What follows belongs to an exercise in optimizing a design on an open flow for small area, a short achievable clock period and few clock cycles; a production flow would make more cautious choices.
Function was checked by simulation only, so behaviour that the tests miss may differ from the original.

==> flow/design.v <==
module axilite_slave #(
    parameter ADDR_W=32,
    parameter DATA_W=64,
    parameter MEM_ADDR_START='h10000000,
    parameter MEM_ADDR_RANGE=5
)
(
  input wire [ADDR_W-1:0]              s_axi_awaddr,
  input wire                           s_axi_awvalid,
  output reg                           s_axi_awready,
  input wire [DATA_W-1:0]              s_axi_wdata,
  input wire [DATA_W/8-1:0]            s_axi_wstrb,
  input wire                           s_axi_wvalid,
  output reg                           s_axi_wready, 
  output reg [2-1:0]                   s_axi_bresp,
  output reg                           s_axi_bvalid,
  input wire                           s_axi_bready,
  input wire [ADDR_W-1:0]              s_axi_araddr,
  input wire                           s_axi_arvalid,
  output reg                           s_axi_arready,
  input wire                           s_axi_rready,
  output reg [DATA_W-1:0]              s_axi_rdata,
  output reg                           s_axi_rvalid,
  output reg [2-1:0]                   s_axi_rresp,
  input wire                           aclk,
  input wire                           aresetn,
  output reg mem_w_req,
  input wire mem_w_ack,
  output reg mem_r_req,
  input wire mem_r_ack,
  output reg [ADDR_W-1:0] mem_addr,
  output reg [DATA_W-1:0] mem_w_data,
  output reg [DATA_W/8-1:0] mem_w_strb,
  input wire [DATA_W-1:0] mem_r_data
);
    localparam IDLE             = 5'b00001;
    localparam ADDRESS          = 5'b00010;
    localparam WRITE            = 5'b00100;
    localparam WRITE_RESPONSE   = 5'b01000;
    localparam READ_RESPONSE    = 5'b10000;
    wire system_w_ready;
    wire system_r_ready;
    assign system_w_ready = (s_axi_bready && mem_w_ack);
    assign system_r_ready = (s_axi_rready && mem_r_ack);
    reg [4:0] axi_cs, axi_ns;
    always @ (posedge aclk)
    begin
        if(~aresetn)
        begin
            axi_cs <= IDLE;
        end
        else
        begin
            axi_cs <= axi_ns;
        end
    end
    always @ (*)
    begin
        case(axi_cs)
        IDLE:
        begin
            axi_ns = ADDRESS;
        end
        ADDRESS:
        begin
            if(s_axi_awvalid)
            begin
                if(s_axi_wvalid)
                begin
                    axi_ns = WRITE_RESPONSE;
                end
                else axi_ns = WRITE;
            end
            else if(s_axi_arvalid)
            begin
                axi_ns = READ_RESPONSE;
            end
            else axi_ns = ADDRESS;
        end
        WRITE:
        begin
            if(s_axi_wvalid) axi_ns = WRITE_RESPONSE;
            else axi_ns = WRITE;
        end
        WRITE_RESPONSE:
        begin
            if(system_w_ready)
            begin
                axi_ns = ADDRESS;
            end
            else axi_ns = WRITE_RESPONSE;
        end
        READ_RESPONSE:
        begin
            if(system_r_ready)
            begin
                axi_ns = ADDRESS;
            end
            else axi_ns = READ_RESPONSE;
        end
        default: axi_ns = IDLE;
        endcase
    end
    always@(posedge aclk)
    begin
        if(~aresetn)
        begin
            mem_addr <= 'h0;
        end
        else
        begin
            if((axi_cs == ADDRESS) && s_axi_awvalid) mem_addr <= s_axi_awaddr;
            else if((axi_cs == ADDRESS) && s_axi_arvalid) mem_addr <= s_axi_araddr;
            else mem_addr <= mem_addr;
        end
    end
    always@(posedge aclk)
    begin
        if(~aresetn)
        begin
            mem_w_data <= 'h0;
            mem_w_strb <= 'h0;
            mem_w_req <= 'h0;
        end
        else
        begin
            if(s_axi_wvalid && s_axi_wready)
            begin
                mem_w_data <= s_axi_wdata;
                mem_w_strb <= s_axi_wstrb;
                mem_w_req <= 'h1;
            end
            else
            begin
                if(system_w_ready) mem_w_req <= 1'b0;
                else mem_w_req <= mem_w_req;
                mem_w_data <= mem_w_data;
                mem_w_strb <= mem_w_strb;
            end
        end
    end
    always@(*)
    begin
        s_axi_awready <= (axi_cs == ADDRESS) ? 'h1 : 'h0;
        s_axi_wready <= ((axi_cs == ADDRESS && s_axi_awvalid) || axi_cs == WRITE) ? 'h1 : 'h0;
        s_axi_bvalid <= (axi_cs == WRITE_RESPONSE && mem_w_ack) ? 'h1 : 'h0;
        s_axi_bresp <= 'h0;  
    end
    reg [DATA_W-1:0] mem_r_data_ff;
    always@(posedge aclk)
    begin
        if(~aresetn)
        begin
            mem_r_req <= 'h0;
        end
        else
        begin
            if(s_axi_arvalid && s_axi_arready)
            begin
                mem_r_req <= 'h1;
            end
            else
            begin
                if(mem_r_ack)
                begin
                    if(s_axi_rready)
                    begin
                        mem_r_req <= 1'b0;
                    end
                    else mem_r_req <= mem_r_req;
                end
                else
                begin
                    mem_r_req <= mem_r_req;
                end
            end
        end
    end
    always@(*)
    begin
        s_axi_arready <= (axi_cs == ADDRESS && !s_axi_awvalid) ? 'h1 : 'h0;
        s_axi_rdata <= (axi_cs == READ_RESPONSE && mem_r_ack) ? mem_r_data : 'h0; 
        s_axi_rvalid <= (axi_cs == READ_RESPONSE && mem_r_ack) ? 'h1 : 'h0;
        s_axi_rresp <= 'h0;  
    end
endmodule
module top #(
    parameter ADDR_W=32,
    parameter DATA_W=32
)
(
  input wire [ADDR_W-1:0]              s_axi_awaddr,
  input wire                           s_axi_awvalid,
  output wire                          s_axi_awready,
  input wire [DATA_W-1:0]              s_axi_wdata,
  input wire [(DATA_W/8)-1:0]        s_axi_wstrb,
  input wire                           s_axi_wvalid,
  output wire                          s_axi_wready, 
  output wire [2-1:0]                  s_axi_bresp,
  output wire                          s_axi_bvalid,
  input wire                           s_axi_bready,
  input wire [ADDR_W-1:0]              s_axi_araddr,
  input wire                           s_axi_arvalid,
  output wire                          s_axi_arready,
  input wire                           s_axi_rready,
  output wire [DATA_W-1:0]             s_axi_rdata,
  output wire                          s_axi_rvalid,
  output wire [2-1:0]                  s_axi_rresp,
  input wire                           aclk,
  input wire                           aresetn
);
    parameter BYTE=8;
    parameter DATA_W_BYTES = DATA_W/BYTE;
    parameter MEM_ADDR_START = 'h10000000;
    parameter MEM_ADDR_RANGE = 3;
    parameter MEM_ADDR_END = MEM_ADDR_START + (MEM_ADDR_RANGE*DATA_W_BYTES)-1;
wire mem_w_req;
reg  mem_w_ack;
wire mem_r_req;
reg  mem_r_ack;
wire [ADDR_W-1:0] mem_addr;
wire [DATA_W-1:0] mem_w_data;
wire [DATA_W/8-1:0] mem_w_strb;
reg  [DATA_W-1:0] mem_r_data;
axilite_slave #(
    .ADDR_W(ADDR_W),
    .DATA_W(DATA_W)
)
as0
(
    .s_axi_awaddr(s_axi_awaddr),
    .s_axi_awvalid(s_axi_awvalid),
    .s_axi_awready(s_axi_awready),
    .s_axi_wdata(s_axi_wdata),
    .s_axi_wstrb(s_axi_wstrb),
    .s_axi_wvalid(s_axi_wvalid),
    .s_axi_wready(s_axi_wready), 
    .s_axi_bresp(s_axi_bresp),
    .s_axi_bvalid(s_axi_bvalid),
    .s_axi_bready(s_axi_bready),
    .s_axi_araddr(s_axi_araddr),
    .s_axi_arvalid(s_axi_arvalid),
    .s_axi_arready(s_axi_arready),
    .s_axi_rready(s_axi_rready),
    .s_axi_rdata(s_axi_rdata),
    .s_axi_rvalid(s_axi_rvalid),
    .s_axi_rresp(s_axi_rresp),
    .aclk(aclk),
    .aresetn(aresetn),
    .mem_w_req(mem_w_req),
    .mem_w_ack(mem_w_ack),
    .mem_r_req(mem_r_req),
    .mem_r_ack(mem_r_ack),
    .mem_addr(mem_addr),
    .mem_w_data(mem_w_data),
    .mem_w_strb(mem_w_strb),
    .mem_r_data(mem_r_data)
);
    reg [ADDR_W-1:0] config_mem [MEM_ADDR_RANGE-1:0];
    parameter CONFIG_REG0_ADDR = MEM_ADDR_START + 0 * DATA_W_BYTES;
    wire                 CONFIG_REG_CACHE_ENABLE;  
    wire [9:0]           CONFIG_REG_CACHE_SIZE;  
    wire [9:0]           CONFIG_REG_CACHE_LINE_SIZE_BYTES;  
    wire                 CONFIG_REG_CACHE_INVALIDATE;  
    assign {CONFIG_REG_CACHE_INVALIDATE,CONFIG_REG_CACHE_LINE_SIZE_BYTES,CONFIG_REG_CACHE_SIZE,CONFIG_REG_CACHE_ENABLE} = config_mem[0];
    parameter CONFIG_REG1_ADDR = MEM_ADDR_START + 1 * DATA_W_BYTES;
    wire [ADDR_W-1:0]    CONFIG_REG_CACHE_SMART_INVALIDATE;  
    assign {CONFIG_REG_CACHE_SMART_INVALIDATE} = config_mem[1];
    parameter STATUS_REG1_ADDR = MEM_ADDR_START + 2 * DATA_W_BYTES;
    wire [ADDR_W-1:0]    STATUS_REG_CACHE;
    assign {STATUS_REG_CACHE} = config_mem[2];
    always@(posedge aclk)
    begin
        if(~aresetn)
        begin
            config_mem[0] <= 32'h0;
            config_mem[1] <= 32'h0;
            config_mem[2] <= 32'h0;
        end
        else
        begin
            if(mem_w_req)
            begin
                mem_w_ack <= 1'b1;
                case(mem_addr)
                CONFIG_REG0_ADDR: 
                begin
                    if(mem_w_strb[0]) config_mem[0][7:0]   <= mem_w_data[7:0];
                    if(mem_w_strb[1]) config_mem[0][15:8]  <= mem_w_data[15:8];
                    if(mem_w_strb[2]) config_mem[0][23:16] <= mem_w_data[23:16];
                    if(mem_w_strb[3]) config_mem[0][31:24] <= mem_w_data[31:24];
                end
                CONFIG_REG1_ADDR:
                begin
                    if(mem_w_strb[0]) config_mem[1][7:0]   <= mem_w_data[7:0];
                    if(mem_w_strb[1]) config_mem[1][15:8]  <= mem_w_data[15:8];
                    if(mem_w_strb[2]) config_mem[1][23:16] <= mem_w_data[23:16];
                    if(mem_w_strb[3]) config_mem[1][31:24] <= mem_w_data[31:24];
                end
                STATUS_REG1_ADDR:
                begin
                    if(mem_w_strb[0]) config_mem[2][7:0]   <= mem_w_data[7:0];
                    if(mem_w_strb[1]) config_mem[2][15:8]  <= mem_w_data[15:8];
                    if(mem_w_strb[2]) config_mem[2][23:16] <= mem_w_data[23:16];
                    if(mem_w_strb[3]) config_mem[2][31:24] <= mem_w_data[31:24];
                end
                endcase
            end
            else
            begin
                mem_w_ack <= 1'b0;
            end
        end
    end
    always@(posedge aclk)
    begin
        if(mem_r_req)
        begin
            mem_r_ack <= 1'b1;
            case(mem_addr)
            CONFIG_REG0_ADDR: mem_r_data <= config_mem[0];
            CONFIG_REG1_ADDR: mem_r_data <= config_mem[1];
            STATUS_REG1_ADDR: mem_r_data <= config_mem[2];
            default: mem_r_data <= 'hBAD;
            endcase
        end
        else
        begin
            mem_r_ack <= 1'b0;
        end
    end
endmodule
==> flow/run.sh <==
#!/bin/bash
# synth_recipe.tcl (not shown) runs the flow's synth.tcl, then flattens the netlist and writes it again
# the make line also repeats each setting of config.mk as NAME=value (left out here)
make -C /OpenROAD-flow-scripts/flow DESIGN_CONFIG=/design/flow/config.mk WORK_HOME=/design/flow/orfs CLKGATE_MAP_FILE= SYNTH_SCRIPT=/design/flow/synth_recipe.tcl finish
==> flow/config.mk <==
export PLATFORM = sky130hd
export DESIGN_NAME = top
export DESIGN_NICKNAME = top
export VERILOG_FILES = /design/flow/design.v
export SDC_FILE = /design/flow/constraint.sdc
export NUM_CORES = 4
export LEC_CHECK = 0
export CAP_MARGIN = 20
export CORE_MARGIN = 2
export CORE_UTILIZATION = 40
export SLEW_MARGIN = 20
==> flow/constraint.sdc <==
create_clock -name core_clock -period 4.0 [get_ports {aclk}]
set_input_delay 0.8000 -clock core_clock [delete_from_list [all_inputs] [get_ports {aclk}]]
set_output_delay 0.8000 -clock core_clock [all_outputs]
set_load 0.01 [all_outputs]
==> impl_metrics.env <==
export IMPL_p_switching_mw=1.25
export IMPL_final_area_um2=11500
export IMPL_cp_max_fo=20
export IMPL_clkLatencyLatePin_ns=0.50
export IMPL_cp_slowest_cell="and4_1"
export IMPL_clock_sinks=205
export IMPL_crit_arrival_ns=2.82
export IMPL_dpl_hpwl_um=14000
export IMPL_grt_util_met1_pct=25.8
export IMPL_fin_crit_sh_pct=90.5
export IMPL_ys_top_cells_by_area="dfxtp_1 38%, mux2i_1 17%, edfxtp_1 11%"
export IMPL_synth_simple_area_share_pct=21.4
export IMPL_dp_cells=1300
export IMPL_final_cell_mix="171 x dfxtp_1, 156 x mux2i_1, 145 x nand2_1"
export IMPL_yosys_warnings=3
export IMPL_max_freq_mhz=276
export IMPL_dr_pass1_iters=7
export IMPL_hold_slack_ns=0.457
export IMPL_seq_area_frac_synth_pct=48.5
export IMPL_coreArea_um2=22600
export IMPL_pre_cts_slack_ns=0.882
export IMPL_maxSlewHeadroom_pct=28.7
export IMPL_synth_mux_area_fraction_pct=18.2
export IMPL_synth_xor_area_share_pct=0.0958
export IMPL_power_mw=4.90
export IMPL_leakage_nw=4.17
export IMPL_ir_drop_v=0.000248
export IMPL_max_stage_delay_ns=0.65
export IMPL_via_per_inst=4.96
export IMPL_end_kind="output port"
export IMPL_clkTransAtPathRegs_ns=0.06
export IMPL_swShare_pct=25.4
export IMPL_track_usage_pct=17.8
export IMPL_busiest_layer="met2"
export IMPL_synthArstFlopShare_pct=0
export IMPL_rsz0062_at_grt="false"
export IMPL_htreeDepth=1
export IMPL_vias=6654
export IMPL_crit_type="reg2out"
export IMPL_synth_top_area_share_pct=37.6
export IMPL_cts_buffer_depth=3
export IMPL_syn_area_um2=9150
export IMPL_drc=0
export IMPL_synth_edf_count=33
export IMPL_cap_violations=0
export IMPL_io_pins=148
export IMPL_synth_cells=926
export IMPL_yosysUniqueCellTypes=41
export IMPL_cp_start_kind="flop"
export IMPL_final_layout_size_suffix_gt1_share_pct=9.85
export IMPL_synthFlopType="dfxtp_1"
export IMPL_drv_slew=0
export IMPL_placedInstanceArea_um2=10800
export IMPL_root_buffer="clkbuf_16"
export IMPL_use_met3_pct=2.67
export IMPL_clockPowerShare_pct=41.4
export IMPL_start_util_pct=40.5
export IMPL_grt_remaining_overflow=0
export IMPL_die_h_um=155
export IMPL_fin_skew_ns=0.0126
export IMPL_hp_class="reg2reg"
export IMPL_avgRoutedWirePerCell_um=16.2
export IMPL_grt_pass1_wl_um=34800
export IMPL_max_slew_worst_pin_slew_ns=1.07
export IMPL_layout_commonest_cell="dfxtp_1"
export IMPL_postCtsSetupBuffers=0
export IMPL_finalHoldViolations=0
export IMPL_layoutNonFillerInstCount=1341
export IMPL_drtAntennaViolNets=0
export IMPL_grt_max_degree=105
export IMPL_hold_buffers=0
export IMPL_n_antenna_cell=0
export IMPL_synth_seq_cells=205
export IMPL_drtIter0Drc=426
export IMPL_nNetsFinal=1147
export IMPL_dieArea_um2=24100
export IMPL_synth_top_area_cell="dfxtp_1"
export IMPL_use_met2_pct=28.7
export IMPL_die_x_um=155
export IMPL_nFillCells=2113
export IMPL_wirelength_um=21800
export IMPL_antenna_found_initial=0
export IMPL_synth_compound_area_share_pct=8.34
export IMPL_cts_buffers=23
export IMPL_port_buffers=143
export IMPL_finalCriticalPeriod_ns=3.62
export IMPL_p_int_mw=3.66
export IMPL_power_share_combinational_pct=13.5
export IMPL_setup_viol=0
export IMPL_p_seq_share_pct=45.1
export IMPL_grt_pass1_vias=6499
export IMPL_setup_slack_ns=0.379
export IMPL_synth_top_family_by_area="simple AND/OR/NAND/NOR gates"
export IMPL_cts_resized_gates=0
export IMPL_crit_chain="nor2_1, and4_1, buf_4, and2_1, clkdlybuf4s50_1"
export IMPL_setup_tns_ns=0
export IMPL_fp_row_count=55
export IMPL_power_density_nw_per_um2=426
export IMPL_fin_util_pct=50.9
export IMPL_gp_congestion=0.730
export IMPL_cp_required_ns=3.20
export IMPL_syn_to_final_growth_pct=25.7
export IMPL_avgSynthCellArea_um2=9.88
export IMPL_cts_tree="built"
export IMPL_synthAdderAreaFrac_pct=0
export IMPL_outcome="finished clean"
[kinds of logic (layout without fill, tap and decap cells)]
| family | Yosys count | count (layout) |
|---|---|---|
| multiplexers | 165 | 165 |
| buffers and inverters | 74 | 201 |
| AND/OR/NAND/NOR | 373 | 373 |
| AO/OA/AOI/OAI | 107 | 107 |
| flip-flops | 205 | 205 |
| XOR/XNOR | 1 | 1 |
| other | 1 | 4 |
[cell usage after synthesis (2+ instances only)]
cell      number
inv_1          3
buf_6          2
dfxtp_1      172
nor3b_1        2
nor2b_1       33
nor2_1       125
nand4_4        2
mux2i_1      156
nor4_2         3
buf_4          4
nand4_1        2
nand3_1        2
o22ai_1        8
clkbuf_1      61
and2_1        32
buf_2          4
o221a_2       18
a21oi_1       61
and4_1         2
nor4_4        15
edfxtp_1      33
mux2_2         9
nand2b_1       2
nand2_1      145
o221a_1       14
[state kept, by name, indices dropped and copies added, names as in the netlist]
name / cells
as0.axi_cs: 5
as0.mem_w_data: 32
mem_r_ack: 1
as0.mem_w_strb: 4
as0.mem_r_req: 1
as0.mem_addr: 32
config_mem: 96
mem_w_ack: 1
as0.mem_w_req: 1
mem_r_data: 32
[final timing paths]
kind | end | slack, ns | start | cells after the start
worst max-delay path | s_axi_rdata[14] | 0.38 | as0.axi_cs[1]$_SDFF_PN0_ | 5
worst min-delay path | config_mem[0][23]$_SDFFE_PN0P_ | 0.46 | config_mem[0][23]$_SDFFE_PN0P_ | 2
worst max register to register | config_mem[1][26]$_SDFFE_PN0P_ | 1.41 | as0.mem_addr[2]$_SDFFE_PN0P_ | 3
worst min register to register | config_mem[0][23]$_SDFFE_PN0P_ | 0.46 | config_mem[0][23]$_SDFFE_PN0P_ | 2
[routing by layer]
layer	vias up	wire, µm
li1	3414	-
met1	3083	11100
met2	138	9480
met3	19	958
met4	0	229
met5	-	0
[power by group through the flow]
stage	Clock (mW)	Sequential (mW)	Combinational, mW
6_report	2.03	2.21	0.660
2_1_floorplan	0	2.24	0.482
5_1_grt	2.15	2.22	0.707
4_1_cts	2.08	2.21	0.667
3_3_place_gp	0	2.26	0.661
3_5_place_dp	0	2.26	0.664
[critical path: cells and delay by family, from the launching register on]
family        cells  cell delay (ns)
simple gates      3             1.09
flops             1             0.35
buf+inv           2             0.88
[area by class of cell]
type | count | area (µm²) | area share (%)
multi-input combinational | 650 | 4420 | 38.4
sequential | 205 | 4440 | 38.6
timing repair buffer | 157 | 1540 | 13.4
clock inverter | 4 | 20.0 | 0.174
inverter | 3 | 11.3 | 0.0979
tap | 285 | 357 | 3.10
clock buffer | 37 | 718 | 6.25
Testbench counts, summed over its fixed seeds: cycles 28,808.

==> afterwards: timing with drivers on the ports <==
Ports are ideal in the flow. The routed layout listed here was re-timed in OpenROAD. Step 1: set_driving_cell puts a clkbuf_16 on aclk and a buf_2 on each other input, an assumption about the parent block. Step 2 adds t to the input delays and takes it off the output delays; t is the mean of the earliest and latest rising clock arrival at the registers after step 1. Input paths then give back, and output paths get back, about the clock's delay inside the block. Slacks: no drivers / after step 1 / after step 2; pairs: no drivers / after step 1.
shift t [ns]: 0.536
setup WS [ns]: 0.379 / 0.335 / 0.871
cell pins on the clock port's net: 1
After both steps this run still meets setup and hold. The setup slack of this run moves by -0.044 ns with the drivers and by +0.492 ns with both steps.
